From an optimization exercise on the open Yosys and OpenROAD flow, aimed at small area and a short achievable clock period; shortcuts taken in it are not production practice. Power and IR drop assume default switching activity.

Setup of job 4312:
==> flow/design.v <==
module predec3n (
    input  logic [2:0] a,
    input  logic [2:0] a_n,
    input  logic       en_a,
    input  logic [7:0] qd,
    output logic [7:0] yn
);
    genvar j;
    generate
        for (j = 0; j < 8; j++) begin : g_j
            g_a41oi u (.a(en_a),
                       .b(j[2] ? a[2] : a_n[2]),
                       .c(j[1] ? a[1] : a_n[1]),
                       .d(j[0] ? a[0] : a_n[0]),
                       .e(qd[j]), .y(yn[j]));
        end
    endgenerate
endmodule
module rdbit (
    input  logic [63:0] d,
    input  logic [63:0] rsel,
    input  logic        wbit,
    input  logic        wsel_d,
    output logic        y
);
    logic [21:0] p;
    logic [5:0]  s;
    logic [2:0]  t;
    genvar k;
    generate
        for (k = 0; k < 21; k++) begin : g_p
            g_aoi222 u (.a0(d[3*k]),   .b0(rsel[3*k]),
                        .a1(d[3*k+1]), .b1(rsel[3*k+1]),
                        .a2(d[3*k+2]), .b2(rsel[3*k+2]), .y(p[k]));
        end
    endgenerate
    g_aoi22 u_p21 (.a0(d[63]), .b0(rsel[63]), .a1(wbit), .b1(wsel_d), .y(p[21]));
    g_nand4 u_s0 (.a(p[0]),  .b(p[1]),  .c(p[2]),  .d(p[3]),  .y(s[0]));
    g_nand4 u_s1 (.a(p[4]),  .b(p[5]),  .c(p[6]),  .d(p[7]),  .y(s[1]));
    g_nand4 u_s2 (.a(p[8]),  .b(p[9]),  .c(p[10]), .d(p[11]), .y(s[2]));
    g_nand4 u_s3 (.a(p[12]), .b(p[13]), .c(p[14]), .d(p[15]), .y(s[3]));
    g_nand3 u_s4 (.a(p[16]), .b(p[17]), .c(p[18]), .y(s[4]));
    g_nand3 u_s5 (.a(p[19]), .b(p[20]), .c(p[21]), .y(s[5]));
    g_nor2  u_t0 (.a(s[0]), .b(s[1]), .y(t[0]));
    g_nor2  u_t1 (.a(s[2]), .b(s[3]), .y(t[1]));
    g_nor2  u_t2 (.a(s[4]), .b(s[5]), .y(t[2]));
    g_nand3 u_y  (.a(t[0]), .b(t[1]), .c(t[2]), .y(y));
endmodule
module g_inv   (input logic a, output logic y);                   assign y = !a;                          endmodule
module g_or2   (input logic a, b, output logic y);                assign y = a || b;                      endmodule
module g_nor2  (input logic a, b, output logic y);                assign y = !(a || b);                   endmodule
module g_nor3  (input logic a, b, c, output logic y);             assign y = !(a || b || c);              endmodule
module g_nand3 (input logic a, b, c, output logic y);             assign y = !(a && b && c);              endmodule
module g_nand4 (input logic a, b, c, d, output logic y);          assign y = !(a && b && c && d);         endmodule
module g_xnor2 (input logic a, b, output logic y);                assign y = !(a ^ b);                    endmodule
module g_aoi22 (input logic a0, b0, a1, b1, output logic y);      assign y = !((a0 && b0) || (a1 && b1)); endmodule
module g_aoi222 (input logic a0, b0, a1, b1, a2, b2, output logic y);
    assign y = !((a0 && b0) || (a1 && b1) || (a2 && b2));
endmodule
module g_a41oi (input logic a, b, c, d, e, output logic y);       assign y = !((a && b && c && d) || e);  endmodule
module g_a31o  (input logic a, b, c, d, output logic y);          assign y = (a && b && c) || d;          endmodule
module g_a32o  (input logic a, b, c, d, e, output logic y);       assign y = (a && b && c) || (d && e);   endmodule
module bist_top #(
    parameter size   = 6,   
    parameter length = 8    
)(
    input  logic               start,
    input  logic               rst,
    input  logic               clk,
    input  logic               csin,
    input  logic               rwbarin,
    input  logic               opr,
    input  logic [size-1:0]    address,
    input  logic [length-1:0]  datain,
    output logic [length-1:0]  dataout,
    output logic               fail
);
    function automatic logic [7:0] pat(input logic [2:0] s);
        case (s)
            3'd0: pat = 8'hAA;
            3'd1: pat = 8'h55;
            3'd2: pat = 8'hF0;
            3'd3: pat = 8'h0F;
            3'd4: pat = 8'h00;
            3'd5: pat = 8'hFF;
            3'd6: pat = 8'hCC;
            default: pat = 8'h33;
        endcase
    endfunction
    logic       test;
    logic [9:0] q;
    logic       cout;
    logic       test_nx;
    logic [9:0] q_nx;
    logic       cout_nx;
    assign test_nx = test ? !cout : start;
    assign {cout_nx, q_nx} = test ? {1'b0, q} + 11'd1 : 11'd0;
    always_ff @(posedge clk or posedge rst) begin
        if (rst)
            test <= 1'b0;
        else
            test <= test_nx;
    end
    always_ff @(posedge clk) begin
        {cout, q} <= {cout_nx, q_nx};
    end
    logic [7:0] ptn;
    assign ptn = pat(q[2:0]);
    logic              cs, we;
    logic [length-1:0] wdata;
    assign cs    = test | csin;
    assign we    = test ? !q[6] : (csin && !rwbarin);
    assign wdata = test ? ptn : datain;
    logic       ntest, en_rd, en_wr;
    logic [5:0] address_n;
    logic [7:0] qd_rrow, qd_wrow, qd_col, rrow_n, wrow_n, col_n;
    assign ntest = !test;
    assign en_rd = ntest && rwbarin;
    assign en_wr = ntest && csin && !rwbarin;
    always_comb
        for (int j = 0; j < 8; j++) begin
            qd_rrow[j] = test &&  q[6] && (q[5:3] == j);
            qd_wrow[j] = test && !q[6] && (q[5:3] == j);
            qd_col[j]  = test && (q[2:0] == j);
        end
    genvar ga;
    generate
        for (ga = 0; ga < size; ga++) begin : g_ainv
            g_inv u (.a(address[ga]), .y(address_n[ga]));
        end
    endgenerate
    predec3n u_prrow (.a(address[5:3]), .a_n(address_n[5:3]), .en_a(en_rd), .qd(qd_rrow), .yn(rrow_n));
    predec3n u_pwrow (.a(address[5:3]), .a_n(address_n[5:3]), .en_a(en_wr), .qd(qd_wrow), .yn(wrow_n));
    predec3n u_pcol  (.a(address[2:0]), .a_n(address_n[2:0]), .en_a(ntest), .qd(qd_col),  .yn(col_n));
    genvar gw;
    logic [63:0] rsel, wsel;
    generate
        for (gw = 0; gw < 64; gw++) begin : g_sel
            g_nor2 u_r (.a(rrow_n[gw/8]), .b(col_n[gw%8]), .y(rsel[gw]));
            g_nor2 u_w (.a(wrow_n[gw/8]), .b(col_n[gw%8]), .y(wsel[gw]));
        end
    endgenerate
    logic [length-1:0] ram [0:63];
    always_ff @(posedge clk) begin
        for (int w = 0; w < 64; w++)
            if (wsel[w])
                ram[w] <= wdata;
    end
    logic [length-1:0] rd;
    genvar gb, gx;
    generate
        for (gb = 0; gb < length; gb++) begin : g_rd
            logic [63:0] col;
            for (gx = 0; gx < 64; gx++) begin : g_w
                assign col[gx] = ram[gx][gb];
            end
            rdbit u_rd (.d(col), .rsel(rsel), .wbit(wdata[gb]), .wsel_d(we), .y(rd[gb]));
        end
    endgenerate
    logic [length-1:0] rdata;
    always_ff @(posedge clk) begin
        if (cs)
            rdata <= rd;
    end
    logic [7:0] ptn_nx, mism_n;
    logic       chk_n, fa_lo_d, fa_hi_d;
    assign ptn_nx = pat(q_nx[2:0]);
    assign chk_n  = !(test && !cout && q_nx[6]);
    generate
        for (gb = 0; gb < length; gb++) begin : g_cmp
            g_xnor2 u (.a(rd[gb]), .b(ptn_nx[gb]), .y(mism_n[gb]));
        end
    endgenerate
    g_a41oi u_falo (.a(mism_n[0]), .b(mism_n[1]), .c(mism_n[2]), .d(mism_n[3]), .e(chk_n), .y(fa_lo_d));
    g_a41oi u_fahi (.a(mism_n[4]), .b(mism_n[5]), .c(mism_n[6]), .d(mism_n[7]), .e(chk_n), .y(fa_hi_d));
    logic rd_t, fa_lo, fa_hi, fb;
    always_ff @(posedge clk or posedge rst) begin
        if (rst) begin
            rd_t  <= 1'b0;
            fa_lo <= 1'b0;
            fa_hi <= 1'b0;
            fb    <= 1'b0;
        end else begin
            rd_t  <= test_nx && q_nx[6];
            fa_lo <= fa_lo_d;
            fa_hi <= fa_hi_d;
            fb    <= test_nx && !q_nx[6] && (q_nx[2:0] != 3'd4);
        end
    end
    genvar go;
    generate
        for (go = 0; go < length; go++) begin : g_out
            logic idle_d, test_d;
            assign idle_d = rdata[go] && ntest;
            assign test_d = rdata[go] && rd_t;
            g_a31o u (.a(csin), .b(rwbarin), .c(idle_d), .d(test_d), .y(dataout[go]));
        end
    endgenerate
    logic fa;
    assign fa = fa_lo || fa_hi;
    g_a32o u_fail (.a(opr), .b(rwbarin), .c(fb), .d(opr), .e(fa), .y(fail));
endmodule
==> flow/config.mk <==
export PLATFORM = sky130hd
export DESIGN_NAME = bist_top
export DESIGN_NICKNAME = bist_top
export VERILOG_FILES = /design/flow/design.v
export SDC_FILE = /design/flow/constraint.sdc
export NUM_CORES = 4
export LEC_CHECK = 0
export CAP_MARGIN = 20
export CORE_MARGIN = 2
export CORE_UTILIZATION = 40
export SLEW_MARGIN = 20
export SYNTH_HIERARCHICAL = 1
==> flow/constraint.sdc <==
create_clock -name core_clock -period 6.0 [get_ports {clk}]
set_input_delay 1.2000 -clock core_clock [delete_from_list [all_inputs] [get_ports {clk}]]
set_output_delay 1.2000 -clock core_clock [all_outputs]
set_load 0.01 [all_outputs]
run.sh (not shown) runs the stock make flow with config.mk's settings and CLKGATE_MAP_FILE= SYNTH_SCRIPT=/design/flow/synth_recipe.tcl, a recipe that flattens the netlist after the stock synthesis.
#### Input delta (job 5408 over job 4312)
Settings: CTS_BUF_LIST newly set to sky130_fd_sc_hd__clkbuf_8; SETUP_SLACK_MARGIN newly set to 2.8; CTS_CLUSTER_SIZE newly set to 18; CTS_CLUSTER_DIAMETER newly set to 80; CORE_UTILIZATION changed from 40 to 60.
## What came out
- Job 5408 was carried through to the last stage, and its layout satisfied the timing, DRC and antenna checks.
- From job 5408 to job 4312, cell area after technology mapping did not move at all.
- Diff job 4312 -> job 5408 | total internal power | decrease of 0.95 mW
- Max layout overhead on the synthesized area across job 4312 and job 5408: job 5408
- Met2 track utilization from global routing delta for job 5408 relative to job 4312: 15 points higher
- In job 5408, the via count came out 391 above the value in job 4312.
- Against job 4312 as the reference, job 5408 delivers a higher sum of routed wire length over all layers.
- In job 5408, the layout filler cell count came out 47% below the value in job 4312.
- Summary — clock network fraction of total power, job 5408 relative to job 4312: lower, by 13 points.
- Changes observed in job 5408 relative to job 4312: post-placement setup slack rose by 240 ps, die width fell by 18%, static leakage rose by about 2.6%.
Modified inputs, job 7675 compared to job 5408
Settings: SETUP_SLACK_MARGIN: 2.8 -> unset.
--- outcome ---
Job 7675 — clock network power share 1.0 points higher, job 5408 as reference. On clock power, job 5408 and job 7675 are basically level. Job 7675 gives less register-to-register slack than job 5408 did. There was hardly any difference in minimum hold slack between job 5408 and job 7675. Final wirelength for job 7675: 7.5% down relative to job 5408.
Function was not checked in any run of this note: the RTL went through the layout flow alone.

## static timing again, ports no longer ideal
How much do the figures lean on ideal ports? The routed layouts below were timed once more, with nothing changed but the port constraints. Step 1 sets driving cells, clkbuf_16 on the clock port and buf_2 on the other inputs (assumed; they add their load-dependent delay and slew). Step 2 adds t to the input delays and takes it off the output delays; t is the mean of the earliest and latest rising clock arrival at the registers after step 1. Input paths then give back, and output paths get back, about the clock's delay inside the block. Slacks: ideal ports / drivers / drivers and shift; pairs: ideal ports / drivers.
run	t (ns)	slack for setup (ns)	worst setup path after step 2	slew at the worst register clock pin (ns)	worst data-port slew with drivers (ns)
job 4312	0.643	1.401 / 1.401 / 0.807	input to register	0.07 / 0.07	0.08
job 5408	0.624	2.697 / 2.648 / 2.024	input to register	0.12 / 0.12	0.16
job 7675	0.633	1.488 / 1.501 / 0.868	input to register	0.12 / 0.12	0.06
After both steps setup and hold are still met in every run listed. The setup slack of job 5408, which loses most, moves by -0.049 ns with the drivers and by -0.673 ns with both steps.
